Context: an optimization exercise on an open-source flow, tuned for small area and a short achievable clock period. The choices shown serve that exercise and are no tape-out recipe.
At most, simulation tests tie the RTL to the original design; equivalence was not proved.
Only the layout flow was run in run 2; the RTL was not checked for function there.
Power is estimated from default activity; no workload was simulated.

## flow/design.v (module list and top-level ports; edited modules follow where they fit)
// module abs_difference: 8 lines
// module SAD_4x8: 1106 lines
// module sad_fa: 4 lines
// module sad_ha: 4 lines
// module control: 28 lines
// module top_level: 165 lines
module top_level
#(parameter WIDTH = 8)
(
	input clk, rst, init, finish, ack,
	input [WIDTH-1:0]
		ori_0,
		ori_1,
		ori_2,
		ori_3,
		ori_4,
		ori_5,
		ori_6,
		ori_7,
		ori_8,
		ori_9,
		ori_10,
		ori_11,
		ori_12,
		ori_13,
		ori_14,
		ori_15,
		ori_16,
		ori_17,
		ori_18,
		ori_19,
		ori_20,
		ori_21,
		ori_22,
		ori_23,
		ori_24,
		ori_25,
		ori_26,
		ori_27,
		ori_28,
		ori_29,
		ori_30,
		ori_31,
		can_0,
		can_1,
		can_2,
		can_3,
		can_4,
		can_5,
		can_6,
		can_7,
		can_8,
		can_9,
		can_10,
		can_11,
		can_12,
		can_13,
		can_14,
		can_15,
		can_16,
		can_17,
		can_18,
		can_19,
		can_20,
		can_21,
		can_22,
		can_23,
		can_24,
		can_25,
		can_26,
		can_27,
		can_28,
		can_29,
		can_30,
		can_31,
	output done,
	output [WIDTH+4:0] out_sad
	);
  // ...
==> flow/flow/run.sh <==
#!/bin/bash
# The standard layout, except that the port buffers are buf_1 cells
# (buffer_ports otherwise picks the slow, large clkdlybuf4s50_1). repair_design
# and repair_timing still resize them as they do any buffer.
set -euo pipefail
export BUFFER_PORTS_ARGS="-buffer_cell sky130_fd_sc_hd__buf_1"
bash standard.sh finish > standard.log 2>&1
==> flow/standard.sh <==
#!/bin/bash
# synth_recipe.tcl (not shown) runs the flow's synth.tcl, then flattens the netlist and writes it again
# the make line also repeats each setting of config.mk as NAME=value (left out here)
make -C /OpenROAD-flow-scripts/flow DESIGN_CONFIG=/design/flow/config.mk WORK_HOME=/design/flow/orfs CLKGATE_MAP_FILE= SYNTH_SCRIPT=/design/flow/synth_recipe.tcl "${@:-finish}"
==> flow/config.mk <==
export PLATFORM = sky130hd
export DESIGN_NAME = top_level
export DESIGN_NICKNAME = top_level
export VERILOG_FILES = /design/flow/design.v
export SDC_FILE = /design/flow/constraint.sdc
export NUM_CORES = 4
export LEC_CHECK = 0
export ABC_AREA = 1
export CAP_MARGIN = 20
export CORE_MARGIN = 2
export CORE_UTILIZATION = 45
export PLACE_DENSITY = 0.9
export SETUP_SLACK_MARGIN = 2.9
export SLEW_MARGIN = 20
export SYNTH_HIERARCHICAL = 1
export SYNTH_MINIMUM_KEEP_SIZE = 0
==> flow/constraint.sdc <==
create_clock -name core_clock -period 5.8 [get_ports {clk}]
set_input_delay 1.1600 -clock core_clock [delete_from_list [all_inputs] [get_ports {clk}]]
set_output_delay 1.1600 -clock core_clock [all_outputs]
set_load 0.01 [all_outputs]
==> out/metrics.yaml, run 1 <==
status: "finished clean"
crit_family: "adder cells"
area_growth_pct: 16.2
path_common_cell: "fa_1"
wl_met1_um: 35100
finalHoldViolations: 0
post-route-period-util: 0.514
cts_tree: "yes"
cts_buffers: 28
multi_input_gates: 2868
grt_usage: 0.254
hp-class: "in -> async"
p_comb_frac: 0.713
antenna_found_initial: 7
crit_path_end: "b_SAD_4x8.rb[19]"
start_util: 0.454
syn_area_per_cell_um2: 7.19
route.detailed.drc: 0
worst_path_max_delay_cell: "fa_2"
maxSlewHeadroom: 0.563
worst_slack_ns: 2.82
synth_cell_types: 29
antennaDiodeCount: 4
drive_above_1_share: 0.0688
setup_tns_ns: 0
wirelength_um: 84500
==> module SAD_4x8, before the edit <==
module SAD_4x8
(
	input clk,
	input [7:0]
		ori_0,
		ori_1,
		ori_2,
		ori_3,
		ori_4,
		ori_5,
		ori_6,
		ori_7,
		ori_8,
		ori_9,
		ori_10,
		ori_11,
		ori_12,
		ori_13,
		ori_14,
		ori_15,
		ori_16,
		ori_17,
		ori_18,
		ori_19,
		ori_20,
		ori_21,
		ori_22,
		ori_23,
		ori_24,
		ori_25,
		ori_26,
		ori_27,
		ori_28,
		ori_29,
		ori_30,
		ori_31,
		can_0,
		can_1,
		can_2,
		can_3,
		can_4,
		can_5,
		can_6,
		can_7,
		can_8,
		can_9,
		can_10,
		can_11,
		can_12,
		can_13,
		can_14,
		can_15,
		can_16,
		can_17,
		can_18,
		can_19,
		can_20,
		can_21,
		can_22,
		can_23,
		can_24,
		can_25,
		can_26,
		can_27,
		can_28,
		can_29,
		can_30,
		can_31,
	output [12:0] sum_out
);
	wire [8:0] t_0 = {1'b0, ori_0} + {1'b0, ~can_0};
	wire c_0 = t_0[8];
	wire [7:0] y_0 = t_0[7:0] ^ {8{~c_0}};
	wire [8:0] t_1 = {1'b0, ori_1} + {1'b0, ~can_1};
	wire c_1 = t_1[8];
	wire [7:0] y_1 = t_1[7:0] ^ {8{~c_1}};
	wire [8:0] t_2 = {1'b0, ori_2} + {1'b0, ~can_2};
	wire c_2 = t_2[8];
	wire [7:0] y_2 = t_2[7:0] ^ {8{~c_2}};
	wire [8:0] t_3 = {1'b0, ori_3} + {1'b0, ~can_3};
	wire c_3 = t_3[8];
	wire [7:0] y_3 = t_3[7:0] ^ {8{~c_3}};
	wire [8:0] t_4 = {1'b0, ori_4} + {1'b0, ~can_4};
	wire c_4 = t_4[8];
	wire [7:0] y_4 = t_4[7:0] ^ {8{~c_4}};
	wire [8:0] t_5 = {1'b0, ori_5} + {1'b0, ~can_5};
	wire c_5 = t_5[8];
	wire [7:0] y_5 = t_5[7:0] ^ {8{~c_5}};
	wire [8:0] t_6 = {1'b0, ori_6} + {1'b0, ~can_6};
	wire c_6 = t_6[8];
	wire [7:0] y_6 = t_6[7:0] ^ {8{~c_6}};
	wire [8:0] t_7 = {1'b0, ori_7} + {1'b0, ~can_7};
	wire c_7 = t_7[8];
	wire [7:0] y_7 = t_7[7:0] ^ {8{~c_7}};
	wire [8:0] t_8 = {1'b0, ori_8} + {1'b0, ~can_8};
	wire c_8 = t_8[8];
	wire [7:0] y_8 = t_8[7:0] ^ {8{~c_8}};
	wire d0_8 = ori_8[0] ^ can_8[0];
	wire p1_8 = c_8 & t_8[0];
	wire [8:0] t_9 = {1'b0, ori_9} + {1'b0, ~can_9};
	wire c_9 = t_9[8];
	wire [7:0] y_9 = t_9[7:0] ^ {8{~c_9}};
	wire d0_9 = ori_9[0] ^ can_9[0];
	wire p1_9 = c_9 & t_9[0];
	wire [8:0] t_10 = {1'b0, ori_10} + {1'b0, ~can_10};
	wire c_10 = t_10[8];
	wire [7:0] y_10 = t_10[7:0] ^ {8{~c_10}};
	wire d0_10 = ori_10[0] ^ can_10[0];
	wire p1_10 = c_10 & t_10[0];
	wire [8:0] t_11 = {1'b0, ori_11} + {1'b0, ~can_11};
	wire c_11 = t_11[8];
	wire [7:0] y_11 = t_11[7:0] ^ {8{~c_11}};
	wire d0_11 = ori_11[0] ^ can_11[0];
	wire p1_11 = c_11 & t_11[0];
	wire [8:0] t_12 = {1'b0, ori_12} + {1'b0, ~can_12};
	wire c_12 = t_12[8];
	wire [7:0] y_12 = t_12[7:0] ^ {8{~c_12}};
	wire d0_12 = ori_12[0] ^ can_12[0];
	wire p1_12 = c_12 & t_12[0];
	wire [8:0] t_13 = {1'b0, ori_13} + {1'b0, ~can_13};
	wire c_13 = t_13[8];
	wire [7:0] y_13 = t_13[7:0] ^ {8{~c_13}};
	wire d0_13 = ori_13[0] ^ can_13[0];
	wire p1_13 = c_13 & t_13[0];
	wire [8:0] t_14 = {1'b0, ori_14} + {1'b0, ~can_14};
	wire c_14 = t_14[8];
	wire [7:0] y_14 = t_14[7:0] ^ {8{~c_14}};
	wire d0_14 = ori_14[0] ^ can_14[0];
	wire p1_14 = c_14 & t_14[0];
	wire [8:0] t_15 = {1'b0, ori_15} + {1'b0, ~can_15};
	wire c_15 = t_15[8];
	wire [7:0] y_15 = t_15[7:0] ^ {8{~c_15}};
	wire d0_15 = ori_15[0] ^ can_15[0];
	wire p1_15 = c_15 & t_15[0];
	wire [8:0] t_16 = {1'b0, ori_16} + {1'b0, ~can_16};
	wire c_16 = t_16[8];
	wire [7:0] y_16 = t_16[7:0] ^ {8{~c_16}};
	wire d0_16 = ori_16[0] ^ can_16[0];
	wire p1_16 = c_16 & t_16[0];
	wire d1_16 = y_16[1] ^ p1_16;
	wire p2_16 = p1_16 & t_16[1];
	wire [8:0] t_17 = {1'b0, ori_17} + {1'b0, ~can_17};
	wire c_17 = t_17[8];
	wire [7:0] y_17 = t_17[7:0] ^ {8{~c_17}};
	wire d0_17 = ori_17[0] ^ can_17[0];
	wire p1_17 = c_17 & t_17[0];
	wire d1_17 = y_17[1] ^ p1_17;
	wire p2_17 = p1_17 & t_17[1];
	wire [8:0] t_18 = {1'b0, ori_18} + {1'b0, ~can_18};
	wire c_18 = t_18[8];
	wire [7:0] y_18 = t_18[7:0] ^ {8{~c_18}};
	wire d0_18 = ori_18[0] ^ can_18[0];
	wire p1_18 = c_18 & t_18[0];
	wire d1_18 = y_18[1] ^ p1_18;
	wire p2_18 = p1_18 & t_18[1];
	wire [8:0] t_19 = {1'b0, ori_19} + {1'b0, ~can_19};
	wire c_19 = t_19[8];
	wire [7:0] y_19 = t_19[7:0] ^ {8{~c_19}};
	wire d0_19 = ori_19[0] ^ can_19[0];
	wire p1_19 = c_19 & t_19[0];
	wire d1_19 = y_19[1] ^ p1_19;
	wire p2_19 = p1_19 & t_19[1];
	wire [8:0] t_20 = {1'b0, ori_20} + {1'b0, ~can_20};
	wire c_20 = t_20[8];
	wire [7:0] y_20 = t_20[7:0] ^ {8{~c_20}};
	wire d0_20 = ori_20[0] ^ can_20[0];
	wire p1_20 = c_20 & t_20[0];
	wire d1_20 = y_20[1] ^ p1_20;
	wire p2_20 = p1_20 & t_20[1];
	wire [8:0] t_21 = {1'b0, ori_21} + {1'b0, ~can_21};
	wire c_21 = t_21[8];
	wire [7:0] y_21 = t_21[7:0] ^ {8{~c_21}};
	wire d0_21 = ori_21[0] ^ can_21[0];
	wire p1_21 = c_21 & t_21[0];
	wire d1_21 = y_21[1] ^ p1_21;
	wire p2_21 = p1_21 & t_21[1];
	wire [8:0] t_22 = {1'b0, ori_22} + {1'b0, ~can_22};
	wire c_22 = t_22[8];
	wire [7:0] y_22 = t_22[7:0] ^ {8{~c_22}};
	wire d0_22 = ori_22[0] ^ can_22[0];
	wire p1_22 = c_22 & t_22[0];
	wire d1_22 = y_22[1] ^ p1_22;
	wire p2_22 = p1_22 & t_22[1];
	wire [8:0] t_23 = {1'b0, ori_23} + {1'b0, ~can_23};
	wire c_23 = t_23[8];
	wire [7:0] y_23 = t_23[7:0] ^ {8{~c_23}};
	wire d0_23 = ori_23[0] ^ can_23[0];
	wire p1_23 = c_23 & t_23[0];
	wire d1_23 = y_23[1] ^ p1_23;
	wire p2_23 = p1_23 & t_23[1];
	wire [8:0] t_24 = {1'b0, ori_24} + {1'b0, ~can_24};
	wire c_24 = t_24[8];
	wire [7:0] y_24 = t_24[7:0] ^ {8{~c_24}};
	wire d0_24 = ori_24[0] ^ can_24[0];
	wire p1_24 = c_24 & t_24[0];
	wire d1_24 = y_24[1] ^ p1_24;
	wire p2_24 = p1_24 & t_24[1];
	wire d2_24 = y_24[2] ^ p2_24;
	wire p3_24 = p2_24 & t_24[2];
	wire [8:0] t_25 = {1'b0, ori_25} + {1'b0, ~can_25};
	wire c_25 = t_25[8];
	wire [7:0] y_25 = t_25[7:0] ^ {8{~c_25}};
	wire d0_25 = ori_25[0] ^ can_25[0];
	wire p1_25 = c_25 & t_25[0];
	wire d1_25 = y_25[1] ^ p1_25;
	wire p2_25 = p1_25 & t_25[1];
	wire d2_25 = y_25[2] ^ p2_25;
	wire p3_25 = p2_25 & t_25[2];
	wire [8:0] t_26 = {1'b0, ori_26} + {1'b0, ~can_26};
	wire c_26 = t_26[8];
	wire [7:0] y_26 = t_26[7:0] ^ {8{~c_26}};
	wire d0_26 = ori_26[0] ^ can_26[0];
	wire p1_26 = c_26 & t_26[0];
	wire d1_26 = y_26[1] ^ p1_26;
	wire p2_26 = p1_26 & t_26[1];
	wire d2_26 = y_26[2] ^ p2_26;
	wire p3_26 = p2_26 & t_26[2];
	wire [8:0] t_27 = {1'b0, ori_27} + {1'b0, ~can_27};
	wire c_27 = t_27[8];
	wire [7:0] y_27 = t_27[7:0] ^ {8{~c_27}};
	wire d0_27 = ori_27[0] ^ can_27[0];
	wire p1_27 = c_27 & t_27[0];
	wire d1_27 = y_27[1] ^ p1_27;
	wire p2_27 = p1_27 & t_27[1];
	wire d2_27 = y_27[2] ^ p2_27;
	wire p3_27 = p2_27 & t_27[2];
	wire [8:0] t_28 = {1'b0, ori_28} + {1'b0, ~can_28};
	wire c_28 = t_28[8];
	wire [7:0] y_28 = t_28[7:0] ^ {8{~c_28}};
	wire d0_28 = ori_28[0] ^ can_28[0];
	wire p1_28 = c_28 & t_28[0];
	wire d1_28 = y_28[1] ^ p1_28;
	wire p2_28 = p1_28 & t_28[1];
	wire d2_28 = y_28[2] ^ p2_28;
	wire p3_28 = p2_28 & t_28[2];
	wire [8:0] t_29 = {1'b0, ori_29} + {1'b0, ~can_29};
	wire c_29 = t_29[8];
	wire [7:0] y_29 = t_29[7:0] ^ {8{~c_29}};
	wire d0_29 = ori_29[0] ^ can_29[0];
	wire p1_29 = c_29 & t_29[0];
	wire d1_29 = y_29[1] ^ p1_29;
	wire p2_29 = p1_29 & t_29[1];
	wire d2_29 = y_29[2] ^ p2_29;
	wire p3_29 = p2_29 & t_29[2];
	wire [8:0] t_30 = {1'b0, ori_30} + {1'b0, ~can_30};
	wire c_30 = t_30[8];
	wire [7:0] y_30 = t_30[7:0] ^ {8{~c_30}};
	wire d0_30 = ori_30[0] ^ can_30[0];
	wire p1_30 = c_30 & t_30[0];
	wire d1_30 = y_30[1] ^ p1_30;
	wire p2_30 = p1_30 & t_30[1];
	wire d2_30 = y_30[2] ^ p2_30;
	wire p3_30 = p2_30 & t_30[2];
	wire [8:0] t_31 = {1'b0, ori_31} + {1'b0, ~can_31};
	wire c_31 = t_31[8];
	wire [7:0] y_31 = t_31[7:0] ^ {8{~c_31}};
	wire d0_31 = ori_31[0] ^ can_31[0];
	wire p1_31 = c_31 & t_31[0];
	wire d1_31 = y_31[1] ^ p1_31;
	wire p2_31 = p1_31 & t_31[1];
	wire d2_31 = y_31[2] ^ p2_31;
	wire p3_31 = p2_31 & t_31[2];
	reg [195:0] ra;
	reg [44:0] rb;
	wire s1;
	wire c2;
	wire s3;
	wire c4;
	wire s5;
	wire c6;
	wire s7;
	wire c8;
	wire s9;
	wire c10;
	wire s11;
	wire c12;
	wire s13;
	wire c14;
	wire s15;
	wire c16;
	wire s17;
	wire c18;
	wire s19;
	wire c20;
	wire s21;
	wire c22;
	wire s23;
	wire c24;
	wire s25;
	wire c26;
	wire s27;
	wire c28;
	wire s29;
	wire c30;
	wire s31;
	wire c32;
	wire s33;
	wire c34;
	wire s35;
	wire c36;
	wire s37;
	wire c38;
	wire s39;
	wire c40;
	wire s41;
	wire c42;
	wire s43;
	wire c44;
	wire s45;
	wire c46;
	wire s47;
	wire c48;
	wire s49;
	wire c50;
	wire s51;
	wire c52;
	wire s53;
	wire c54;
	wire s55;
	wire c56;
	wire s57;
	wire c58;
	wire s59;
	wire c60;
	wire s61;
	wire c62;
	wire s63;
	wire c64;
	wire s65;
	wire c66;
	wire s67;
	wire c68;
	wire s69;
	wire c70;
	wire s71;
	wire c72;
	wire s73;
	wire c74;
	wire s75;
	wire c76;
	wire s77;
	wire c78;
	wire s79;
	wire c80;
	wire s81;
	wire c82;
	wire s83;
	wire c84;
	wire s85;
	wire c86;
	wire s87;
	wire c88;
	wire s89;
	wire c90;
	wire s91;
	wire c92;
	wire s93;
	wire c94;
	wire s95;
	wire c96;
	wire s97;
	wire c98;
	wire s99;
	wire c100;
	wire s101;
	wire c102;
	wire s103;
	wire c104;
	wire s105;
	wire c106;
	wire s107;
	wire c108;
	wire s109;
	wire c110;
	wire s111;
	wire c112;
	wire s113;
	wire c114;
	wire s115;
	wire c116;
	wire s117;
	wire c118;
	wire s119;
	wire c120;
	wire s121;
	wire c122;
	wire s123;
	wire c124;
	wire s125;
	wire c126;
	wire s127;
	wire c128;
	wire s129;
	wire c130;
	wire s131;
	wire c132;
	wire s133;
	wire c134;
	wire s135;
	wire c136;
	wire s137;
	wire c138;
	wire s139;
	wire c140;
	wire s141;
	wire c142;
	wire s143;
	wire c144;
	wire s145;
	wire c146;
	wire s147;
	wire c148;
	wire s149;
	wire c150;
	wire s151;
	wire c152;
	wire s153;
	wire c154;
	wire s155;
	wire c156;
	wire s157;
	wire c158;
	wire s159;
	wire c160;
	wire s161;
	wire c162;
	wire s163;
	wire c164;
	wire s165;
	wire c166;
	wire s167;
	wire c168;
	wire s169;
	wire c170;
	wire s171;
	wire c172;
	wire s173;
	wire c174;
	wire s175;
	wire c176;
	wire s177;
	wire c178;
	wire s179;
	wire c180;
	wire s181;
	wire c182;
	wire s183;
	wire c184;
	wire s185;
	wire c186;
	wire s187;
	wire c188;
	wire s189;
	wire c190;
	wire s191;
	wire c192;
	wire s193;
	wire c194;
	wire s195;
	wire c196;
	wire s197;
	wire c198;
	wire s199;
	wire c200;
	wire s201;
	wire c202;
	wire s203;
	wire c204;
	wire s205;
	wire c206;
	wire s207;
	wire c208;
	wire s209;
	wire c210;
	wire s211;
	wire c212;
	wire s213;
	wire c214;
	wire s215;
	wire c216;
	wire s217;
	wire c218;
	wire s219;
	wire c220;
	wire s221;
	wire c222;
	wire s223;
	wire c224;
	wire s225;
	wire c226;
	wire s227;
	wire c228;
	wire s229;
	wire c230;
	wire s231;
	wire c232;
	wire s233;
	wire c234;
	wire s235;
	wire c236;
	wire s237;
	wire c238;
	wire s239;
	wire c240;
	wire s241;
	wire c242;
	wire s243;
	wire c244;
	wire s245;
	wire c246;
	wire s247;
	wire c248;
	wire s249;
	wire c250;
	wire s251;
	wire c252;
	wire s253;
	wire c254;
	wire s255;
	wire c256;
	wire s257;
	wire c258;
	wire s259;
	wire c260;
	wire s261;
	wire c262;
	wire s263;
	wire c264;
	wire s265;
	wire c266;
	wire s267;
	wire c268;
	wire s269;
	wire c270;
	wire s271;
	wire c272;
	wire s273;
	wire c274;
	wire s275;
	wire c276;
	wire s277;
	wire c278;
	wire s279;
	wire c280;
	wire s281;
	wire c282;
	wire s283;
	wire c284;
	wire s285;
	wire c286;
	wire s287;
	wire c288;
	wire s289;
	wire c290;
	wire s291;
	wire c292;
	wire s293;
	wire c294;
	wire s295;
	wire c296;
	wire s297;
	wire c298;
	wire s299;
	wire c300;
	wire s301;
	wire c302;
	wire s303;
	wire c304;
	wire s305;
	wire c306;
	wire s307;
	wire c308;
	wire s309;
	wire c310;
	wire s311;
	wire c312;
	wire s313;
	wire c314;
	wire s315;
	wire c316;
	wire s317;
	wire c318;
	wire s319;
	wire c320;
	wire s321;
	wire c322;
	wire s323;
	wire c324;
	wire s325;
	wire c326;
	wire s327;
	wire c328;
	wire s329;
	wire c330;
	wire s331;
	wire c332;
	wire s333;
	wire c334;
	wire s335;
	wire c336;
	wire s337;
	wire c338;
	wire s339;
	wire c340;
	wire s341;
	wire c342;
	wire s343;
	wire c344;
	wire s345;
	wire c346;
	wire s347;
	wire c348;
	wire s349;
	wire c350;
	wire s351;
	wire c352;
	wire s353;
	wire c354;
	wire s355;
	wire c356;
	wire s357;
	wire c358;
	wire s359;
	wire c360;
	wire s361;
	wire c362;
	wire s363;
	wire c364;
	wire s365;
	wire c366;
	wire s367;
	wire c368;
	wire s369;
	wire c370;
	wire s371;
	wire c372;
	wire s373;
	wire c374;
	wire s375;
	wire c376;
	wire s377;
	wire c378;
	wire s379;
	wire c380;
	wire s381;
	wire c382;
	wire s383;
	wire c384;
	wire s385;
	wire c386;
	wire s387;
	wire c388;
	wire s389;
	wire c390;
	wire s391;
	wire c392;
	wire s393;
	wire c394;
	wire s395;
	wire c396;
	wire s397;
	wire c398;
	wire s399;
	wire c400;
	wire s401;
	wire c402;
	wire s403;
	wire c404;
	wire s405;
	wire c406;
	wire s407;
	wire c408;
	wire s409;
	wire c410;
	wire s411;
	wire c412;
	wire s413;
	wire c414;
	wire s415;
	wire c416;
	wire s417;
	wire c418;
	wire s419;
	wire c420;
	wire s421;
	wire c422;
	wire s423;
	wire c424;
	wire s425;
	wire c426;
	wire s427;
	wire c428;
	wire s429;
	wire c430;
	wire s431;
	wire c432;
	wire s433;
	wire c434;
	wire s435;
	wire c436;
	wire s437;
	wire c438;
	wire s439;
	wire c440;
	wire s441;
	wire c442;
	wire s443;
	wire c444;
	wire s445;
	wire c446;
	wire s447;
	wire c448;
	wire s449;
	wire c450;
	wire s451;
	wire c452;
	wire s453;
	wire c454;
	wire s455;
	wire c456;
	wire s457;
	wire c458;
	wire s459;
	wire c460;
	wire s461;
	wire c462;
	wire s463;
	wire c464;
	wire s465;
	wire c466;
	wire s467;
	wire c468;
	wire s469;
	wire c470;
	wire s471;
	wire c472;
	wire s473;
	wire c474;
	wire s475;
	wire c476;
	wire s477;
	wire c478;
	wire s479;
	wire c480;
	wire s481;
	wire c482;
	wire s483;
	wire c484;
	wire s485;
	wire c486;
	wire s487;
	wire c488;
	wire s489;
	wire c490;
	wire s491;
	wire c492;
	wire s493;
	wire c494;
	wire s495;
	wire c496;
	wire s497;
	wire c498;
	wire s499;
	wire c500;
	wire s501;
	wire c502;
	wire s503;
	wire c504;
	wire s505;
	wire c506;
	wire s507;
	wire c508;
	wire s509;
	wire c510;
	wire s511;
	wire c512;
	wire s513;
	wire c514;
	wire s515;
	wire c516;
	wire s517;
	wire c518;
	wire s519;
	wire c520;
	wire s521;
	wire c522;
	wire s523;
	wire c524;
	wire s525;
	wire c526;
	wire s527;
	wire c528;
	wire s529;
	wire c530;
	wire s531;
	wire c532;
	wire s533;
	wire c534;
	wire s535;
	wire c536;
	wire s537;
	wire c538;
	wire s539;
	wire c540;
	wire s541;
	wire c542;
	wire s543;
	wire c544;
	wire s545;
	wire c546;
	wire s547;
	wire c548;
	wire s549;
	wire c550;
	wire s551;
	wire c552;
	wire s553;
	wire c554;
	wire s555;
	wire c556;
	always @(posedge clk)
		ra <= {c184, c182, c180, c178, c176, c174, c172, c170, c168, c166, s183, s181, s179, s177, s175, s173, s171, s169, s167, s165, c164, c162, c160, c158, c156, c154, c152, c150, c148, c146, y_31[7], y_30[7], s163, s161, s159, s157, s155, s153, s151, s149, s147, s145, c144, c142, c140, c138, c136, c134, c132, c130, c128, c126, y_31[6], y_30[6], s143, s141, s139, s137, s135, s133, s131, s129, s127, s125, c124, c122, c120, c118, c116, c114, c112, c110, c108, c106, y_31[5], y_30[5], s123, s121, s119, s117, s115, s113, s111, s109, s107, s105, c104, c102, c100, c98, c96, c94, c92, c90, c88, c86, c84, c82, c80, y_31[4], y_30[4], s103, s101, s99, s97, s95, s93, s91, s89, s87, s85, s83, s81, s79, c78, c76, c74, c72, c70, c68, c66, c64, c62, c60, c58, c56, c54, p3_31, s77, s75, s73, s71, s69, s67, s65, s63, s61, s59, s57, s55, s53, c52, c50, c48, c46, c44, c42, c40, c38, c36, c34, c32, c30, c28, d2_31, s51, s49, s47, s45, s43, s41, s39, s37, s35, s33, s31, s29, s27, c26, c24, c22, c20, c18, c16, c14, c12, c10, c8, c6, c4, c2, d1_31, s25, s23, s21, s19, s17, s15, s13, s11, s9, s7, s5, s3, s1, d0_31};
	always @(posedge clk)
		rb <= {c510, s509, c508, c506, c470, s507, s505, c504, c502, s503, s501, c500, c498, s499, s497, c496, c494, s495, s493, c492, c490, s491, s489, c488, c486, s487, s485, c484, c482, s483, s481, c480, c478, s479, s477, c476, c474, s475, s473, c472, s421, s471, s415, s413, s349};
	sad_fa u_s1 (.a(y_0[0]), .b(c_0), .c(y_1[0]), .s(s1), .co(c2));
	sad_fa u_s3 (.a(c_1), .b(y_2[0]), .c(c_2), .s(s3), .co(c4));
	sad_fa u_s5 (.a(y_3[0]), .b(c_3), .c(y_4[0]), .s(s5), .co(c6));
	sad_fa u_s7 (.a(c_4), .b(y_5[0]), .c(c_5), .s(s7), .co(c8));
	sad_fa u_s9 (.a(y_6[0]), .b(c_6), .c(y_7[0]), .s(s9), .co(c10));
	sad_fa u_s11 (.a(c_7), .b(d0_8), .c(d0_9), .s(s11), .co(c12));
	sad_fa u_s13 (.a(d0_10), .b(d0_11), .c(d0_12), .s(s13), .co(c14));
	sad_fa u_s15 (.a(d0_13), .b(d0_14), .c(d0_15), .s(s15), .co(c16));
	sad_fa u_s17 (.a(d0_16), .b(d0_17), .c(d0_18), .s(s17), .co(c18));
	sad_fa u_s19 (.a(d0_19), .b(d0_20), .c(d0_21), .s(s19), .co(c20));
	sad_fa u_s21 (.a(d0_22), .b(d0_23), .c(d0_24), .s(s21), .co(c22));
	sad_fa u_s23 (.a(d0_25), .b(d0_26), .c(d0_27), .s(s23), .co(c24));
	sad_fa u_s25 (.a(d0_28), .b(d0_29), .c(d0_30), .s(s25), .co(c26));
	sad_fa u_s27 (.a(y_0[1]), .b(y_1[1]), .c(y_2[1]), .s(s27), .co(c28));
	sad_fa u_s29 (.a(y_3[1]), .b(y_4[1]), .c(y_5[1]), .s(s29), .co(c30));
	sad_fa u_s31 (.a(y_6[1]), .b(y_7[1]), .c(y_8[1]), .s(s31), .co(c32));
	sad_fa u_s33 (.a(p1_8), .b(y_9[1]), .c(p1_9), .s(s33), .co(c34));
	sad_fa u_s35 (.a(y_10[1]), .b(p1_10), .c(y_11[1]), .s(s35), .co(c36));
	sad_fa u_s37 (.a(p1_11), .b(y_12[1]), .c(p1_12), .s(s37), .co(c38));
	sad_fa u_s39 (.a(y_13[1]), .b(p1_13), .c(y_14[1]), .s(s39), .co(c40));
	sad_fa u_s41 (.a(p1_14), .b(y_15[1]), .c(p1_15), .s(s41), .co(c42));
	sad_fa u_s43 (.a(d1_16), .b(d1_17), .c(d1_18), .s(s43), .co(c44));
	sad_fa u_s45 (.a(d1_19), .b(d1_20), .c(d1_21), .s(s45), .co(c46));
	sad_fa u_s47 (.a(d1_22), .b(d1_23), .c(d1_24), .s(s47), .co(c48));
	sad_fa u_s49 (.a(d1_25), .b(d1_26), .c(d1_27), .s(s49), .co(c50));
	sad_fa u_s51 (.a(d1_28), .b(d1_29), .c(d1_30), .s(s51), .co(c52));
	sad_fa u_s53 (.a(y_0[2]), .b(y_1[2]), .c(y_2[2]), .s(s53), .co(c54));
	sad_fa u_s55 (.a(y_3[2]), .b(y_4[2]), .c(y_5[2]), .s(s55), .co(c56));
	sad_fa u_s57 (.a(y_6[2]), .b(y_7[2]), .c(y_8[2]), .s(s57), .co(c58));
	sad_fa u_s59 (.a(y_9[2]), .b(y_10[2]), .c(y_11[2]), .s(s59), .co(c60));
	sad_fa u_s61 (.a(y_12[2]), .b(y_13[2]), .c(y_14[2]), .s(s61), .co(c62));
	sad_fa u_s63 (.a(y_15[2]), .b(y_16[2]), .c(p2_16), .s(s63), .co(c64));
	sad_fa u_s65 (.a(y_17[2]), .b(p2_17), .c(y_18[2]), .s(s65), .co(c66));
	sad_fa u_s67 (.a(p2_18), .b(y_19[2]), .c(p2_19), .s(s67), .co(c68));
	sad_fa u_s69 (.a(y_20[2]), .b(p2_20), .c(y_21[2]), .s(s69), .co(c70));
	sad_fa u_s71 (.a(p2_21), .b(y_22[2]), .c(p2_22), .s(s71), .co(c72));
	sad_fa u_s73 (.a(y_23[2]), .b(p2_23), .c(d2_24), .s(s73), .co(c74));
	sad_fa u_s75 (.a(d2_25), .b(d2_26), .c(d2_27), .s(s75), .co(c76));
	sad_fa u_s77 (.a(d2_28), .b(d2_29), .c(d2_30), .s(s77), .co(c78));
	sad_fa u_s79 (.a(y_0[3]), .b(y_1[3]), .c(y_2[3]), .s(s79), .co(c80));
	sad_fa u_s81 (.a(y_3[3]), .b(y_4[3]), .c(y_5[3]), .s(s81), .co(c82));
	sad_fa u_s83 (.a(y_6[3]), .b(y_7[3]), .c(y_8[3]), .s(s83), .co(c84));
	sad_fa u_s85 (.a(y_9[3]), .b(y_10[3]), .c(y_11[3]), .s(s85), .co(c86));
	sad_fa u_s87 (.a(y_12[3]), .b(y_13[3]), .c(y_14[3]), .s(s87), .co(c88));
	sad_fa u_s89 (.a(y_15[3]), .b(y_16[3]), .c(y_17[3]), .s(s89), .co(c90));
	sad_fa u_s91 (.a(y_18[3]), .b(y_19[3]), .c(y_20[3]), .s(s91), .co(c92));
	sad_fa u_s93 (.a(y_21[3]), .b(y_22[3]), .c(y_23[3]), .s(s93), .co(c94));
	sad_fa u_s95 (.a(y_24[3]), .b(p3_24), .c(y_25[3]), .s(s95), .co(c96));
	sad_fa u_s97 (.a(p3_25), .b(y_26[3]), .c(p3_26), .s(s97), .co(c98));
	sad_fa u_s99 (.a(y_27[3]), .b(p3_27), .c(y_28[3]), .s(s99), .co(c100));
	sad_fa u_s101 (.a(p3_28), .b(y_29[3]), .c(p3_29), .s(s101), .co(c102));
	sad_fa u_s103 (.a(y_30[3]), .b(p3_30), .c(y_31[3]), .s(s103), .co(c104));
	sad_fa u_s105 (.a(y_0[4]), .b(y_1[4]), .c(y_2[4]), .s(s105), .co(c106));
	sad_fa u_s107 (.a(y_3[4]), .b(y_4[4]), .c(y_5[4]), .s(s107), .co(c108));
	sad_fa u_s109 (.a(y_6[4]), .b(y_7[4]), .c(y_8[4]), .s(s109), .co(c110));
	sad_fa u_s111 (.a(y_9[4]), .b(y_10[4]), .c(y_11[4]), .s(s111), .co(c112));
	sad_fa u_s113 (.a(y_12[4]), .b(y_13[4]), .c(y_14[4]), .s(s113), .co(c114));
	sad_fa u_s115 (.a(y_15[4]), .b(y_16[4]), .c(y_17[4]), .s(s115), .co(c116));
	sad_fa u_s117 (.a(y_18[4]), .b(y_19[4]), .c(y_20[4]), .s(s117), .co(c118));
	sad_fa u_s119 (.a(y_21[4]), .b(y_22[4]), .c(y_23[4]), .s(s119), .co(c120));
	sad_fa u_s121 (.a(y_24[4]), .b(y_25[4]), .c(y_26[4]), .s(s121), .co(c122));
	sad_fa u_s123 (.a(y_27[4]), .b(y_28[4]), .c(y_29[4]), .s(s123), .co(c124));
	sad_fa u_s125 (.a(y_0[5]), .b(y_1[5]), .c(y_2[5]), .s(s125), .co(c126));
	sad_fa u_s127 (.a(y_3[5]), .b(y_4[5]), .c(y_5[5]), .s(s127), .co(c128));
	sad_fa u_s129 (.a(y_6[5]), .b(y_7[5]), .c(y_8[5]), .s(s129), .co(c130));
	sad_fa u_s131 (.a(y_9[5]), .b(y_10[5]), .c(y_11[5]), .s(s131), .co(c132));
	sad_fa u_s133 (.a(y_12[5]), .b(y_13[5]), .c(y_14[5]), .s(s133), .co(c134));
	sad_fa u_s135 (.a(y_15[5]), .b(y_16[5]), .c(y_17[5]), .s(s135), .co(c136));
	sad_fa u_s137 (.a(y_18[5]), .b(y_19[5]), .c(y_20[5]), .s(s137), .co(c138));
	sad_fa u_s139 (.a(y_21[5]), .b(y_22[5]), .c(y_23[5]), .s(s139), .co(c140));
	sad_fa u_s141 (.a(y_24[5]), .b(y_25[5]), .c(y_26[5]), .s(s141), .co(c142));
	sad_fa u_s143 (.a(y_27[5]), .b(y_28[5]), .c(y_29[5]), .s(s143), .co(c144));
	sad_fa u_s145 (.a(y_0[6]), .b(y_1[6]), .c(y_2[6]), .s(s145), .co(c146));
	sad_fa u_s147 (.a(y_3[6]), .b(y_4[6]), .c(y_5[6]), .s(s147), .co(c148));
	sad_fa u_s149 (.a(y_6[6]), .b(y_7[6]), .c(y_8[6]), .s(s149), .co(c150));
	sad_fa u_s151 (.a(y_9[6]), .b(y_10[6]), .c(y_11[6]), .s(s151), .co(c152));
	sad_fa u_s153 (.a(y_12[6]), .b(y_13[6]), .c(y_14[6]), .s(s153), .co(c154));
	sad_fa u_s155 (.a(y_15[6]), .b(y_16[6]), .c(y_17[6]), .s(s155), .co(c156));
	sad_fa u_s157 (.a(y_18[6]), .b(y_19[6]), .c(y_20[6]), .s(s157), .co(c158));
	sad_fa u_s159 (.a(y_21[6]), .b(y_22[6]), .c(y_23[6]), .s(s159), .co(c160));
	sad_fa u_s161 (.a(y_24[6]), .b(y_25[6]), .c(y_26[6]), .s(s161), .co(c162));
	sad_fa u_s163 (.a(y_27[6]), .b(y_28[6]), .c(y_29[6]), .s(s163), .co(c164));
	sad_fa u_s165 (.a(y_0[7]), .b(y_1[7]), .c(y_2[7]), .s(s165), .co(c166));
	sad_fa u_s167 (.a(y_3[7]), .b(y_4[7]), .c(y_5[7]), .s(s167), .co(c168));
	sad_fa u_s169 (.a(y_6[7]), .b(y_7[7]), .c(y_8[7]), .s(s169), .co(c170));
	sad_fa u_s171 (.a(y_9[7]), .b(y_10[7]), .c(y_11[7]), .s(s171), .co(c172));
	sad_fa u_s173 (.a(y_12[7]), .b(y_13[7]), .c(y_14[7]), .s(s173), .co(c174));
	sad_fa u_s175 (.a(y_15[7]), .b(y_16[7]), .c(y_17[7]), .s(s175), .co(c176));
	sad_fa u_s177 (.a(y_18[7]), .b(y_19[7]), .c(y_20[7]), .s(s177), .co(c178));
	sad_fa u_s179 (.a(y_21[7]), .b(y_22[7]), .c(y_23[7]), .s(s179), .co(c180));
	sad_fa u_s181 (.a(y_24[7]), .b(y_25[7]), .c(y_26[7]), .s(s181), .co(c182));
	sad_fa u_s183 (.a(y_27[7]), .b(y_28[7]), .c(y_29[7]), .s(s183), .co(c184));
	sad_fa u_s185 (.a(ra[14]), .b(ra[15]), .c(ra[16]), .s(s185), .co(c186));
	sad_fa u_s187 (.a(ra[17]), .b(ra[18]), .c(ra[19]), .s(s187), .co(c188));
	sad_fa u_s189 (.a(ra[20]), .b(ra[21]), .c(ra[22]), .s(s189), .co(c190));
	sad_fa u_s191 (.a(ra[23]), .b(ra[24]), .c(ra[25]), .s(s191), .co(c192));
	sad_fa u_s193 (.a(ra[41]), .b(ra[42]), .c(ra[43]), .s(s193), .co(c194));
	sad_fa u_s195 (.a(ra[44]), .b(ra[45]), .c(ra[46]), .s(s195), .co(c196));
	sad_fa u_s197 (.a(ra[47]), .b(ra[48]), .c(ra[49]), .s(s197), .co(c198));
	sad_fa u_s199 (.a(ra[50]), .b(ra[51]), .c(ra[52]), .s(s199), .co(c200));
	sad_fa u_s201 (.a(ra[53]), .b(ra[54]), .c(ra[55]), .s(s201), .co(c202));
	sad_fa u_s203 (.a(ra[56]), .b(ra[57]), .c(ra[58]), .s(s203), .co(c204));
	sad_fa u_s205 (.a(ra[68]), .b(ra[69]), .c(ra[70]), .s(s205), .co(c206));
	sad_fa u_s207 (.a(ra[71]), .b(ra[72]), .c(ra[73]), .s(s207), .co(c208));
	sad_fa u_s209 (.a(ra[74]), .b(ra[75]), .c(ra[76]), .s(s209), .co(c210));
	sad_fa u_s211 (.a(ra[77]), .b(ra[78]), .c(ra[79]), .s(s211), .co(c212));
	sad_fa u_s213 (.a(ra[80]), .b(ra[81]), .c(ra[82]), .s(s213), .co(c214));
	sad_fa u_s215 (.a(ra[83]), .b(ra[84]), .c(ra[85]), .s(s215), .co(c216));
	sad_fa u_s217 (.a(ra[86]), .b(ra[87]), .c(ra[88]), .s(s217), .co(c218));
	sad_fa u_s219 (.a(ra[95]), .b(ra[96]), .c(ra[97]), .s(s219), .co(c220));
	sad_fa u_s221 (.a(ra[98]), .b(ra[99]), .c(ra[100]), .s(s221), .co(c222));
	sad_fa u_s223 (.a(ra[101]), .b(ra[102]), .c(ra[103]), .s(s223), .co(c224));
	sad_fa u_s225 (.a(ra[104]), .b(ra[105]), .c(ra[106]), .s(s225), .co(c226));
	sad_fa u_s227 (.a(ra[107]), .b(ra[108]), .c(ra[109]), .s(s227), .co(c228));
	sad_fa u_s229 (.a(ra[110]), .b(ra[111]), .c(ra[112]), .s(s229), .co(c230));
	sad_ha u_s231 (.a(ra[113]), .b(ra[114]), .s(s231), .co(c232));
	sad_fa u_s233 (.a(ra[120]), .b(ra[121]), .c(ra[122]), .s(s233), .co(c234));
	sad_fa u_s235 (.a(ra[123]), .b(ra[124]), .c(ra[125]), .s(s235), .co(c236));
	sad_fa u_s237 (.a(ra[126]), .b(ra[127]), .c(ra[128]), .s(s237), .co(c238));
	sad_fa u_s239 (.a(ra[129]), .b(ra[130]), .c(ra[131]), .s(s239), .co(c240));
	sad_fa u_s241 (.a(ra[132]), .b(ra[133]), .c(ra[134]), .s(s241), .co(c242));
	sad_fa u_s243 (.a(ra[142]), .b(ra[143]), .c(ra[144]), .s(s243), .co(c244));
	sad_fa u_s245 (.a(ra[145]), .b(ra[146]), .c(ra[147]), .s(s245), .co(c246));
	sad_fa u_s247 (.a(ra[148]), .b(ra[149]), .c(ra[150]), .s(s247), .co(c248));
	sad_fa u_s249 (.a(ra[151]), .b(ra[152]), .c(ra[153]), .s(s249), .co(c250));
	sad_fa u_s251 (.a(ra[164]), .b(ra[165]), .c(ra[166]), .s(s251), .co(c252));
	sad_fa u_s253 (.a(ra[167]), .b(ra[168]), .c(ra[169]), .s(s253), .co(c254));
	sad_fa u_s255 (.a(ra[170]), .b(ra[171]), .c(ra[172]), .s(s255), .co(c256));
	sad_ha u_s257 (.a(ra[173]), .b(ra[174]), .s(s257), .co(c258));
	sad_ha u_s259 (.a(ra[0]), .b(ra[1]), .s(s259), .co(c260));
	sad_fa u_s261 (.a(ra[26]), .b(ra[27]), .c(ra[28]), .s(s261), .co(c262));
	sad_fa u_s263 (.a(ra[29]), .b(ra[30]), .c(ra[31]), .s(s263), .co(c264));
	sad_fa u_s265 (.a(ra[32]), .b(ra[33]), .c(ra[34]), .s(s265), .co(c266));
	sad_ha u_s267 (.a(ra[35]), .b(ra[36]), .s(s267), .co(c268));
	sad_fa u_s269 (.a(ra[59]), .b(ra[60]), .c(ra[61]), .s(s269), .co(c270));
	sad_fa u_s271 (.a(ra[62]), .b(ra[63]), .c(ra[64]), .s(s271), .co(c272));
	sad_fa u_s273 (.a(ra[65]), .b(ra[66]), .c(ra[67]), .s(s273), .co(c274));
	sad_fa u_s275 (.a(c186), .b(c188), .c(c190), .s(s275), .co(c276));
	sad_fa u_s277 (.a(c192), .b(s193), .c(s195), .s(s277), .co(c278));
	sad_fa u_s279 (.a(ra[89]), .b(ra[90]), .c(ra[91]), .s(s279), .co(c280));
	sad_fa u_s281 (.a(ra[92]), .b(ra[93]), .c(ra[94]), .s(s281), .co(c282));
	sad_fa u_s283 (.a(c194), .b(c196), .c(c198), .s(s283), .co(c284));
	sad_fa u_s285 (.a(c200), .b(c202), .c(c204), .s(s285), .co(c286));
	sad_fa u_s287 (.a(s205), .b(s207), .c(s209), .s(s287), .co(c288));
	sad_ha u_s289 (.a(s211), .b(s213), .s(s289), .co(c290));
	sad_fa u_s291 (.a(ra[115]), .b(ra[116]), .c(ra[117]), .s(s291), .co(c292));
	sad_fa u_s293 (.a(ra[118]), .b(ra[119]), .c(c206), .s(s293), .co(c294));
	sad_fa u_s295 (.a(c208), .b(c210), .c(c212), .s(s295), .co(c296));
	sad_fa u_s297 (.a(c214), .b(c216), .c(c218), .s(s297), .co(c298));
	sad_fa u_s299 (.a(s219), .b(s221), .c(s223), .s(s299), .co(c300));
	sad_fa u_s301 (.a(s225), .b(s227), .c(s229), .s(s301), .co(c302));
	sad_fa u_s303 (.a(ra[135]), .b(ra[136]), .c(ra[137]), .s(s303), .co(c304));
	sad_fa u_s305 (.a(ra[138]), .b(ra[139]), .c(ra[140]), .s(s305), .co(c306));
	sad_fa u_s307 (.a(ra[141]), .b(c220), .c(c222), .s(s307), .co(c308));
	sad_fa u_s309 (.a(c224), .b(c226), .c(c228), .s(s309), .co(c310));
	sad_fa u_s311 (.a(c230), .b(c232), .c(s233), .s(s311), .co(c312));
	sad_fa u_s313 (.a(s235), .b(s237), .c(s239), .s(s313), .co(c314));
	sad_fa u_s315 (.a(ra[154]), .b(ra[155]), .c(ra[156]), .s(s315), .co(c316));
	sad_fa u_s317 (.a(ra[157]), .b(ra[158]), .c(ra[159]), .s(s317), .co(c318));
	sad_fa u_s319 (.a(ra[160]), .b(ra[161]), .c(ra[162]), .s(s319), .co(c320));
	sad_fa u_s321 (.a(ra[163]), .b(c234), .c(c236), .s(s321), .co(c322));
	sad_fa u_s323 (.a(c238), .b(c240), .c(c242), .s(s323), .co(c324));
	sad_fa u_s325 (.a(s243), .b(s245), .c(s247), .s(s325), .co(c326));
	sad_fa u_s327 (.a(ra[175]), .b(ra[176]), .c(ra[177]), .s(s327), .co(c328));
	sad_fa u_s329 (.a(ra[178]), .b(ra[179]), .c(ra[180]), .s(s329), .co(c330));
	sad_fa u_s331 (.a(ra[181]), .b(ra[182]), .c(ra[183]), .s(s331), .co(c332));
	sad_fa u_s333 (.a(ra[184]), .b(ra[185]), .c(c244), .s(s333), .co(c334));
	sad_fa u_s335 (.a(c246), .b(c248), .c(c250), .s(s335), .co(c336));
	sad_fa u_s337 (.a(s251), .b(s253), .c(s255), .s(s337), .co(c338));
	sad_fa u_s339 (.a(ra[186]), .b(ra[187]), .c(ra[188]), .s(s339), .co(c340));
	sad_fa u_s341 (.a(ra[189]), .b(ra[190]), .c(ra[191]), .s(s341), .co(c342));
	sad_fa u_s343 (.a(ra[192]), .b(ra[193]), .c(ra[194]), .s(s343), .co(c344));
	sad_ha u_s345 (.a(ra[195]), .b(c252), .s(s345), .co(c346));
	sad_fa u_s347 (.a(ra[2]), .b(ra[3]), .c(ra[4]), .s(s347), .co(c348));
	sad_fa u_s349 (.a(ra[5]), .b(ra[6]), .c(ra[7]), .s(s349), .co(c350));
	sad_fa u_s351 (.a(ra[37]), .b(ra[38]), .c(ra[39]), .s(s351), .co(c352));
	sad_fa u_s353 (.a(ra[40]), .b(s185), .c(s187), .s(s353), .co(c354));
	sad_fa u_s355 (.a(s189), .b(s191), .c(c260), .s(s355), .co(c356));
	sad_fa u_s357 (.a(s197), .b(s199), .c(s201), .s(s357), .co(c358));
	sad_fa u_s359 (.a(s203), .b(c262), .c(c264), .s(s359), .co(c360));
	sad_fa u_s361 (.a(c266), .b(c268), .c(s269), .s(s361), .co(c362));
	sad_ha u_s363 (.a(s271), .b(s273), .s(s363), .co(c364));
	sad_fa u_s365 (.a(s215), .b(s217), .c(c270), .s(s365), .co(c366));
	sad_fa u_s367 (.a(c272), .b(c274), .c(c276), .s(s367), .co(c368));
	sad_fa u_s369 (.a(c278), .b(s279), .c(s281), .s(s369), .co(c370));
	sad_fa u_s371 (.a(s283), .b(s285), .c(s287), .s(s371), .co(c372));
	sad_fa u_s373 (.a(s231), .b(c280), .c(c282), .s(s373), .co(c374));
	sad_fa u_s375 (.a(c284), .b(c286), .c(c288), .s(s375), .co(c376));
	sad_fa u_s377 (.a(c290), .b(s291), .c(s293), .s(s377), .co(c378));
	sad_fa u_s379 (.a(s295), .b(s297), .c(s299), .s(s379), .co(c380));
	sad_fa u_s381 (.a(s241), .b(c292), .c(c294), .s(s381), .co(c382));
	sad_fa u_s383 (.a(c296), .b(c298), .c(c300), .s(s383), .co(c384));
	sad_fa u_s385 (.a(c302), .b(s303), .c(s305), .s(s385), .co(c386));
	sad_fa u_s387 (.a(s307), .b(s309), .c(s311), .s(s387), .co(c388));
	sad_fa u_s389 (.a(s249), .b(c304), .c(c306), .s(s389), .co(c390));
	sad_fa u_s391 (.a(c308), .b(c310), .c(c312), .s(s391), .co(c392));
	sad_fa u_s393 (.a(c314), .b(s315), .c(s317), .s(s393), .co(c394));
	sad_fa u_s395 (.a(s319), .b(s321), .c(s323), .s(s395), .co(c396));
	sad_fa u_s397 (.a(s257), .b(c316), .c(c318), .s(s397), .co(c398));
	sad_fa u_s399 (.a(c320), .b(c322), .c(c324), .s(s399), .co(c400));
	sad_fa u_s401 (.a(c326), .b(s327), .c(s329), .s(s401), .co(c402));
	sad_fa u_s403 (.a(s331), .b(s333), .c(s335), .s(s403), .co(c404));
	sad_fa u_s405 (.a(c254), .b(c256), .c(c258), .s(s405), .co(c406));
	sad_fa u_s407 (.a(c328), .b(c330), .c(c332), .s(s407), .co(c408));
	sad_fa u_s409 (.a(c334), .b(c336), .c(c338), .s(s409), .co(c410));
	sad_fa u_s411 (.a(s339), .b(s341), .c(s343), .s(s411), .co(c412));
	sad_fa u_s413 (.a(ra[8]), .b(ra[9]), .c(ra[10]), .s(s413), .co(c414));
	sad_ha u_s415 (.a(ra[11]), .b(ra[12]), .s(s415), .co(c416));
	sad_fa u_s417 (.a(s261), .b(s263), .c(s265), .s(s417), .co(c418));
	sad_fa u_s419 (.a(s267), .b(c348), .c(c350), .s(s419), .co(c420));
	sad_ha u_s421 (.a(s351), .b(s353), .s(s421), .co(c422));
	sad_fa u_s423 (.a(s275), .b(s277), .c(c352), .s(s423), .co(c424));
	sad_fa u_s425 (.a(c354), .b(c356), .c(s357), .s(s425), .co(c426));
	sad_fa u_s427 (.a(s359), .b(s361), .c(s363), .s(s427), .co(c428));
	sad_fa u_s429 (.a(s289), .b(c358), .c(c360), .s(s429), .co(c430));
	sad_fa u_s431 (.a(c362), .b(c364), .c(s365), .s(s431), .co(c432));
	sad_fa u_s433 (.a(s367), .b(s369), .c(s371), .s(s433), .co(c434));
	sad_fa u_s435 (.a(s301), .b(c366), .c(c368), .s(s435), .co(c436));
	sad_fa u_s437 (.a(c370), .b(c372), .c(s373), .s(s437), .co(c438));
	sad_fa u_s439 (.a(s375), .b(s377), .c(s379), .s(s439), .co(c440));
	sad_fa u_s441 (.a(s313), .b(c374), .c(c376), .s(s441), .co(c442));
	sad_fa u_s443 (.a(c378), .b(c380), .c(s381), .s(s443), .co(c444));
	sad_fa u_s445 (.a(s383), .b(s385), .c(s387), .s(s445), .co(c446));
	sad_fa u_s447 (.a(s325), .b(c382), .c(c384), .s(s447), .co(c448));
	sad_fa u_s449 (.a(c386), .b(c388), .c(s389), .s(s449), .co(c450));
	sad_fa u_s451 (.a(s391), .b(s393), .c(s395), .s(s451), .co(c452));
	sad_fa u_s453 (.a(s337), .b(c390), .c(c392), .s(s453), .co(c454));
	sad_fa u_s455 (.a(c394), .b(c396), .c(s397), .s(s455), .co(c456));
	sad_fa u_s457 (.a(s399), .b(s401), .c(s403), .s(s457), .co(c458));
	sad_fa u_s459 (.a(s345), .b(c398), .c(c400), .s(s459), .co(c460));
	sad_fa u_s461 (.a(c402), .b(c404), .c(s405), .s(s461), .co(c462));
	sad_fa u_s463 (.a(s407), .b(s409), .c(s411), .s(s463), .co(c464));
	sad_fa u_s465 (.a(c340), .b(c342), .c(c344), .s(s465), .co(c466));
	sad_fa u_s467 (.a(c346), .b(c406), .c(c408), .s(s467), .co(c468));
	sad_ha u_s469 (.a(c410), .b(c412), .s(s469), .co(c470));
	sad_fa u_s471 (.a(ra[13]), .b(s259), .c(s347), .s(s471), .co(c472));
	sad_fa u_s473 (.a(s355), .b(c414), .c(c416), .s(s473), .co(c474));
	sad_ha u_s475 (.a(s417), .b(s419), .s(s475), .co(c476));
	sad_fa u_s477 (.a(c418), .b(c420), .c(c422), .s(s477), .co(c478));
	sad_fa u_s479 (.a(s423), .b(s425), .c(s427), .s(s479), .co(c480));
	sad_fa u_s481 (.a(c424), .b(c426), .c(c428), .s(s481), .co(c482));
	sad_fa u_s483 (.a(s429), .b(s431), .c(s433), .s(s483), .co(c484));
	sad_fa u_s485 (.a(c430), .b(c432), .c(c434), .s(s485), .co(c486));
	sad_fa u_s487 (.a(s435), .b(s437), .c(s439), .s(s487), .co(c488));
	sad_fa u_s489 (.a(c436), .b(c438), .c(c440), .s(s489), .co(c490));
	sad_fa u_s491 (.a(s441), .b(s443), .c(s445), .s(s491), .co(c492));
	sad_fa u_s493 (.a(c442), .b(c444), .c(c446), .s(s493), .co(c494));
	sad_fa u_s495 (.a(s447), .b(s449), .c(s451), .s(s495), .co(c496));
	sad_fa u_s497 (.a(c448), .b(c450), .c(c452), .s(s497), .co(c498));
	sad_fa u_s499 (.a(s453), .b(s455), .c(s457), .s(s499), .co(c500));
	sad_fa u_s501 (.a(c454), .b(c456), .c(c458), .s(s501), .co(c502));
	sad_fa u_s503 (.a(s459), .b(s461), .c(s463), .s(s503), .co(c504));
	sad_fa u_s505 (.a(c460), .b(c462), .c(c464), .s(s505), .co(c506));
	sad_fa u_s507 (.a(s465), .b(s467), .c(s469), .s(s507), .co(c508));
	sad_ha u_s509 (.a(c466), .b(c468), .s(s509), .co(c510));
	sad_ha u_s511 (.a(rb[0]), .b(rb[1]), .s(s511), .co(c512));
	sad_fa u_s513 (.a(rb[4]), .b(rb[5]), .c(rb[6]), .s(s513), .co(c514));
	sad_fa u_s515 (.a(rb[8]), .b(rb[9]), .c(rb[10]), .s(s515), .co(c516));
	sad_fa u_s517 (.a(rb[12]), .b(rb[13]), .c(rb[14]), .s(s517), .co(c518));
	sad_fa u_s519 (.a(rb[16]), .b(rb[17]), .c(rb[18]), .s(s519), .co(c520));
	sad_fa u_s521 (.a(rb[20]), .b(rb[21]), .c(rb[22]), .s(s521), .co(c522));
	sad_fa u_s523 (.a(rb[24]), .b(rb[25]), .c(rb[26]), .s(s523), .co(c524));
	sad_fa u_s525 (.a(rb[28]), .b(rb[29]), .c(rb[30]), .s(s525), .co(c526));
	sad_fa u_s527 (.a(rb[32]), .b(rb[33]), .c(rb[34]), .s(s527), .co(c528));
	sad_fa u_s529 (.a(rb[36]), .b(rb[37]), .c(rb[38]), .s(s529), .co(c530));
	sad_fa u_s531 (.a(rb[40]), .b(rb[41]), .c(rb[42]), .s(s531), .co(c532));
	sad_ha u_s533 (.a(rb[2]), .b(rb[3]), .s(s533), .co(c534));
	sad_fa u_s535 (.a(rb[7]), .b(c512), .c(s513), .s(s535), .co(c536));
	sad_fa u_s537 (.a(rb[11]), .b(c514), .c(s515), .s(s537), .co(c538));
	sad_fa u_s539 (.a(rb[15]), .b(c516), .c(s517), .s(s539), .co(c540));
	sad_fa u_s541 (.a(rb[19]), .b(c518), .c(s519), .s(s541), .co(c542));
	sad_fa u_s543 (.a(rb[23]), .b(c520), .c(s521), .s(s543), .co(c544));
	sad_fa u_s545 (.a(rb[27]), .b(c522), .c(s523), .s(s545), .co(c546));
	sad_fa u_s547 (.a(rb[31]), .b(c524), .c(s525), .s(s547), .co(c548));
	sad_fa u_s549 (.a(rb[35]), .b(c526), .c(s527), .s(s549), .co(c550));
	sad_fa u_s551 (.a(rb[39]), .b(c528), .c(s529), .s(s551), .co(c552));
	sad_fa u_s553 (.a(rb[43]), .b(c530), .c(s531), .s(s553), .co(c554));
	sad_ha u_s555 (.a(rb[44]), .b(c532), .s(s555), .co(c556));
	wire [12:0] op_a = {c556, c554, c552, c550, c548, c546, c544, c542, c540, c538, c536, c534, s511};
	wire [12:0] op_b = {1'b0, s555, s553, s551, s549, s547, s545, s543, s541, s539, s537, s535, s533};
	assign sum_out = op_a + op_b;
endmodule
==> module top_level, before the edit <==
module top_level
#(parameter WIDTH = 8)
(
	input clk, rst, init, finish, ack,
	input [WIDTH-1:0]
		ori_0,
		ori_1,
		ori_2,
		ori_3,
		ori_4,
		ori_5,
		ori_6,
		ori_7,
		ori_8,
		ori_9,
		ori_10,
		ori_11,
		ori_12,
		ori_13,
		ori_14,
		ori_15,
		ori_16,
		ori_17,
		ori_18,
		ori_19,
		ori_20,
		ori_21,
		ori_22,
		ori_23,
		ori_24,
		ori_25,
		ori_26,
		ori_27,
		ori_28,
		ori_29,
		ori_30,
		ori_31,
		can_0,
		can_1,
		can_2,
		can_3,
		can_4,
		can_5,
		can_6,
		can_7,
		can_8,
		can_9,
		can_10,
		can_11,
		can_12,
		can_13,
		can_14,
		can_15,
		can_16,
		can_17,
		can_18,
		can_19,
		can_20,
		can_21,
		can_22,
		can_23,
		can_24,
		can_25,
		can_26,
		can_27,
		can_28,
		can_29,
		can_30,
		can_31,
	output done,
	output [WIDTH+4:0] out_sad
	);
	wire idle, en;
	wire [12:0] sum;
	control b_control(
		.clk(clk),
		.rst(rst),
		.init(init),
		.finish(finish),
		.ack(ack),
		.done(done),
		.idle(idle),
		.en(en)
		);
	SAD_4x8 b_SAD_4x8(
		.clk(clk),
		.ori_0(ori_0),
		.ori_1(ori_1),
		.ori_2(ori_2),
		.ori_3(ori_3),
		.ori_4(ori_4),
		.ori_5(ori_5),
		.ori_6(ori_6),
		.ori_7(ori_7),
		.ori_8(ori_8),
		.ori_9(ori_9),
		.ori_10(ori_10),
		.ori_11(ori_11),
		.ori_12(ori_12),
		.ori_13(ori_13),
		.ori_14(ori_14),
		.ori_15(ori_15),
		.ori_16(ori_16),
		.ori_17(ori_17),
		.ori_18(ori_18),
		.ori_19(ori_19),
		.ori_20(ori_20),
		.ori_21(ori_21),
		.ori_22(ori_22),
		.ori_23(ori_23),
		.ori_24(ori_24),
		.ori_25(ori_25),
		.ori_26(ori_26),
		.ori_27(ori_27),
		.ori_28(ori_28),
		.ori_29(ori_29),
		.ori_30(ori_30),
		.ori_31(ori_31),
		.can_0(can_0),
		.can_1(can_1),
		.can_2(can_2),
		.can_3(can_3),
		.can_4(can_4),
		.can_5(can_5),
		.can_6(can_6),
		.can_7(can_7),
		.can_8(can_8),
		.can_9(can_9),
		.can_10(can_10),
		.can_11(can_11),
		.can_12(can_12),
		.can_13(can_13),
		.can_14(can_14),
		.can_15(can_15),
		.can_16(can_16),
		.can_17(can_17),
		.can_18(can_18),
		.can_19(can_19),
		.can_20(can_20),
		.can_21(can_21),
		.can_22(can_22),
		.can_23(can_23),
		.can_24(can_24),
		.can_25(can_25),
		.can_26(can_26),
		.can_27(can_27),
		.can_28(can_28),
		.can_29(can_29),
		.can_30(can_30),
		.can_31(can_31),
		.sum_out(sum)
		);
	reg en_1, en_2;
	reg [12:0] total;
	always @(posedge clk)
	begin
		en_1 <= en;
		en_2 <= en_1;
		if (idle)
			total <= 0;
		else if (en_1)
			total <= en_2 ? sum : 13'd0;
	end
	assign out_sad = total;
endmodule
==> run 2: changes to the inputs <==
--- a/flow/design.v
+++ b/flow/design.v
@@ -74,7 +74,10 @@
 		can_29,
 		can_30,
 		can_31,
-	output [12:0] sum_out
+	input clr,    
+	input upd,    
+	input take,   
+	output [12:0] out_sad
 );
 	wire [8:0] t_0 = {1'b0, ori_0} + {1'b0, ~can_0};
 	wire c_0 = t_0[8];
@@ -1110,7 +1113,26 @@
 	sad_ha u_s555 (.a(rb[44]), .b(c532), .s(s555), .co(c556));
 	wire [12:0] op_a = {c556, c554, c552, c550, c548, c546, c544, c542, c540, c538, c536, c534, s511};
 	wire [12:0] op_b = {1'b0, s555, s553, s551, s549, s547, s545, s543, s541, s539, s537, s535, s533};
-	assign sum_out = op_a + op_b;
+	wire [6:0] lo = op_a[5:0] + op_b[5:0];
+	wire [6:0] nxt_a = op_a[12:6];
+	wire [5:0] nxt_b = {op_b[11], op_b[10], op_b[9], op_b[8], op_b[7], op_b[6]};
+	reg [5:0] t_lo;
+	reg t_c;
+	reg [6:0] t_a;
+	reg [5:0] t_b;
+	always @(posedge clk)
+	begin
+		if (clr | (upd & ~take))
+		begin
+			t_lo <= 0; t_c <= 0; t_a <= 0; t_b <= 0;
+		end
+		else if (upd)
+		begin
+			t_lo <= lo[5:0]; t_c <= lo[6]; t_a <= nxt_a; t_b <= nxt_b;
+		end
+	end
+	wire [6:0] hi_b = {1'b0, t_b[5], t_b[4], t_b[3], t_b[2], t_b[1], t_b[0]};
+	assign out_sad = {t_a + hi_b + t_c, t_lo};
 endmodule
 module sad_fa(input a, b, c, output s, co);
 	assign s = a ^ b ^ c;
@@ -1221,7 +1243,6 @@
 	output [WIDTH+4:0] out_sad
 	);
 	wire idle, en;
-	wire [12:0] sum;
 	control b_control(
 		.clk(clk),
 		.rst(rst),
@@ -1232,6 +1253,12 @@
 		.idle(idle),
 		.en(en)
 		);
+	reg en_1, en_2;
+	always @(posedge clk)
+	begin
+		en_1 <= en;
+		en_2 <= en_1;
+	end
 	SAD_4x8 b_SAD_4x8(
 		.clk(clk),
 		.ori_0(ori_0),
@@ -1298,18 +1325,9 @@
 		.can_29(can_29),
 		.can_30(can_30),
 		.can_31(can_31),
-		.sum_out(sum)
+		.clr(idle),
+		.upd(en_1),
+		.take(en_2),
+		.out_sad(out_sad)
 		);
-	reg en_1, en_2;
-	reg [12:0] total;
-	always @(posedge clk)
-	begin
-		en_1 <= en;
-		en_2 <= en_1;
-		if (idle)
-			total <= 0;
-		else if (en_1)
-			total <= en_2 ? sum : 13'd0;
-	end
-	assign out_sad = total;
 endmodule
==> flow/config.mk (replaced) <==
export PLATFORM = sky130hd
export DESIGN_NAME = top_level
export DESIGN_NICKNAME = top_level
export VERILOG_FILES = /design/flow/design.v
export SDC_FILE = /design/flow/constraint.sdc
export NUM_CORES = 4
export LEC_CHECK = 0
export ABC_AREA = 0
export CAP_MARGIN = 20
export CORE_MARGIN = 2
export CORE_UTILIZATION = 40
export SLEW_MARGIN = 20
export SYNTH_HIERARCHICAL = 1
export SYNTH_MINIMUM_KEEP_SIZE = 0
==> run 2 against run 1 <==
Against the previous run: still clean on timing, DRC and antenna; register-to-register slack got worse by 0.05 ns; first-iteration DRC count fell by 39%; sequential share of layout area rose by 1.5 points; worst hold slack improved by 0.014 ns; clock skew fell by 0.014 ns; via count fell by 20%; synthesized cell count fell by 31%; global-route usage fell by 4.2 points; highest routed layer is now met4.
==> out/metrics.yaml, run 2 <==
status: "finished clean"
synth_edf_count: 0
fmax_mhz: 259
layout_common_cells: "530 x buf_1, 379 x inv_1, 298 x fa_1"
io_pins: 531
p_total_uw: 17300
antennaDiodeCount: 0  # -4
netlist.area_leader.share: 0.221
ctsHtreeMaxLevel: 1
fp.coreArea_um2: 67000
cp.required_ns: 4.64
synth.most_common_cell: "inv_1"
worst_slew_pin_slew_ns: 0.797
grt_pass1_wl_um: 115000
synth_top_family_by_area: "adder cells"
drtAntennaViolNets: 0
ys.warnings.count: 9
ys_ff_latch: 266
cts_resized: 0
top_regs: "b_SAD_4x8.ra (196), b_SAD_4x8.rb (45), b_SAD_4x8.t_a (7)"
setup_tns_ns: 0  # unchanged
fin_util: 0.461
synth_cell_types: 74  # +160%
wirelength_um: 74700  # -12%
clk_pin_slew_worst_paths_ns: 0.06
p_per_area_nw_per_um2: 560
clockBufferDepth: 3
die_h_um: 264
synth_area_um2: 27000
cts_tree: "yes"
io_buffers: 530
largest_reg_flops: 196
dp_slack_ns: 2.02
area_growth_pct: 14.5
clk_latency_ns: 0.56
drive_above_1_share: 0.0311  # -0.0377
wl_per_cell_um: 17.8
synth_cells: 2756
syn_nets: 3853
gp_congestion: 0.875
overflow: 0
drv_slew: 0
synth_area_leaders: "fa_1 22%, dfxtp_1 20%, ha_1 13%"
viasPerCell: 5.00
holdBufCountCts: 0
fillers: 6562
p_leak_uw: 0.0138
final_common_cell: "buf_1"
ys.flop_type: "dfxtp_1"
drtIter0Drc: 953
postCtsSetupRepairBufs: 0
root_buffer: "clkbuf_16"
synth_compound_area_frac: 0.152
synthMuxAreaShare: 0.0185
finalCriticalPeriod_ns: 3.86
route.detailed.drc: 0  # unchanged
yosys.area_share.xor_xnor: 0.115
start_util: 0.403  # -0.0517
finalHoldViolations: 0  # unchanged
rows: 95
synthArstFlopShare: 0.0113
path_class: "reg -> out"
syn_area_per_cell_um2: 9.80  # +36%
dp_hpwl_um: 66300
grt_max_degree: 29
maxSlewHeadroom: 0.469  # -0.0936
post-route-period-util: 0.665  # +0.151
rsz0062_at_grt: "false"
first_pass_iters: 5
cts_buffers: 29  # +3.6%
antenna_found_initial: 0  # -7
setup_viol: 0
grt_pass1_vias: 21400
crit_path_max_fanout: 2
yosys.area.top_type: "fa_1"
maxCapViolations: 0
grt_usage: 0.212  # -0.0420
cp-start-kind: "register"
hold_slack_ns: 0.446
nets: 4394
skew_ns: 0.0242
synth_common_cells: "379 x inv_1, 298 x fa_1, 282 x ha_1"
synth-seq-area-share: 0.198
regMostFlops: "b_SAD_4x8.ra"
worst_slack_ns: 1.94  # -0.877 ns
num_vias: 20900
die_w_um: 264
worstPathArrival_ns: 2.70
endpoint_kind: "output port"
cts.sinks: 266
peakVddDrop_mv: 0.641
synth-simple-area-share: 0.109
hp-class: "in -> async"
dieArea_um2: 69600
synth_fa_ha_area_frac: 0.352
[run 2: cell count changes after synthesis, sizes merged, moves of 44 or more]
cell	before	now
a211oi	0	59
nand2b	0	46
o21ai	14	88
nand2	1392	84
nand3b	70	1
mux2i	0	50
inv	858	379
nand3	284	35
nor2b	0	44
a21oi	89	162
xnor2	52	214
[run 2: cell type report]
class,instances,area [um2],area share
multi-input combinational,2090,20100,0.652
sequential,266,5340,0.173
timing repair buffer,531,2000,0.0646
inverter,379,1420,0.0460
tap,873,1090,0.0353
clock buffer,39,813,0.0263
clock inverter,9,105,0.00340
[run 2: per-layer routing]
| layer | vias up | track usage | share of wire |
|---|---|---|---|
| li1 | 10500 | - | - |
| met1 | 9947 | 0.283 | 0.46 |
| met2 | 412 | 0.377 | 0.49 |
| met3 | 65 | 0.0223 | 0.033 |
| met4 | 0 | 0.0315 | 0.015 |
| met5 | - | 0 | 0 |
[run 2: cells by family after synthesis]
family / after synthesis
buf+inv: 400
xor+xnor: 322
mux: 50
simple gates: 542
flops: 266
fa+ha+maj: 580
compound gates: 596
[run 2: Yosys stat by module, one instance, submodules excluded]
| module | flip-flops and latches | cells inside | times used | cell area (um2) |
|---|---|---|---|---|
| sad_fa | 0 | 1 | 263 | 20.0 |
| sad_ha | 0 | 1 | 15 | 12.5 |
| top_level | 2 | 2 | 1 | 40.0 |
| SAD_4x8 | 261 | 2463 | 1 | 21400 |
| control | 3 | 13 | 1 | 136 |
[run 2: final timing paths]
kind                                    from                 to  cells past startpoint  slack [ns]
min                                      rst     b_control.busy                      2        0.45
max                         b_SAD_4x8.t_a[0]        out_sad[12]                     10        1.94
max reg2reg                b_SAD_4x8.ra[149]   b_SAD_4x8.rb[31]                      5        2.77
min reg2reg                 b_SAD_4x8.ra[11]    b_SAD_4x8.rb[2]                      1        0.47
max in group asynchronous                rst  b_control.wait_st                      2        5.21
min in group core_clock     b_SAD_4x8.ra[11]    b_SAD_4x8.rb[2]                      1        0.47
[run 2: through the flow]
step	cells	instance area [um2]
5_1_grt	4187	30900
3_5_place_dp	4139	30000
3_3_place_gp	4139	30000
6_report	4187	30900
2_1_floorplan	2756	27000
4_1_cts	4187	30900
[run 2: critical path, cell delays in order (launching register included)]
cell      delay [ns]
dfxtp_1         0.32
inv_1           0.07
fa_1            0.20
inv_1           0.06
fa_1            0.39
a21o_1          0.17
a21oi_1         0.24
o21bai_1        0.10
a21oi_1         0.17
xnor2_1         0.13
buf_1           0.29
[run 2: report_power, final]
part / leakage [uW] / internal, uW / switching [uW]
Combinational: 0.0111 / 5530 / 6320
Clock: 0.000452 / 1060 / 741
Sequential: 0.00225 / 3020 / 644

Re-timed with assumed drivers on the ports (clkbuf_16 on the clock, buf_2 on other inputs), run 2 has 1.885 ns of setup slack against 1.942 ns with ideal ports, and 2.037 ns once port delays also move by the mid clock arrival of 0.603 ns.
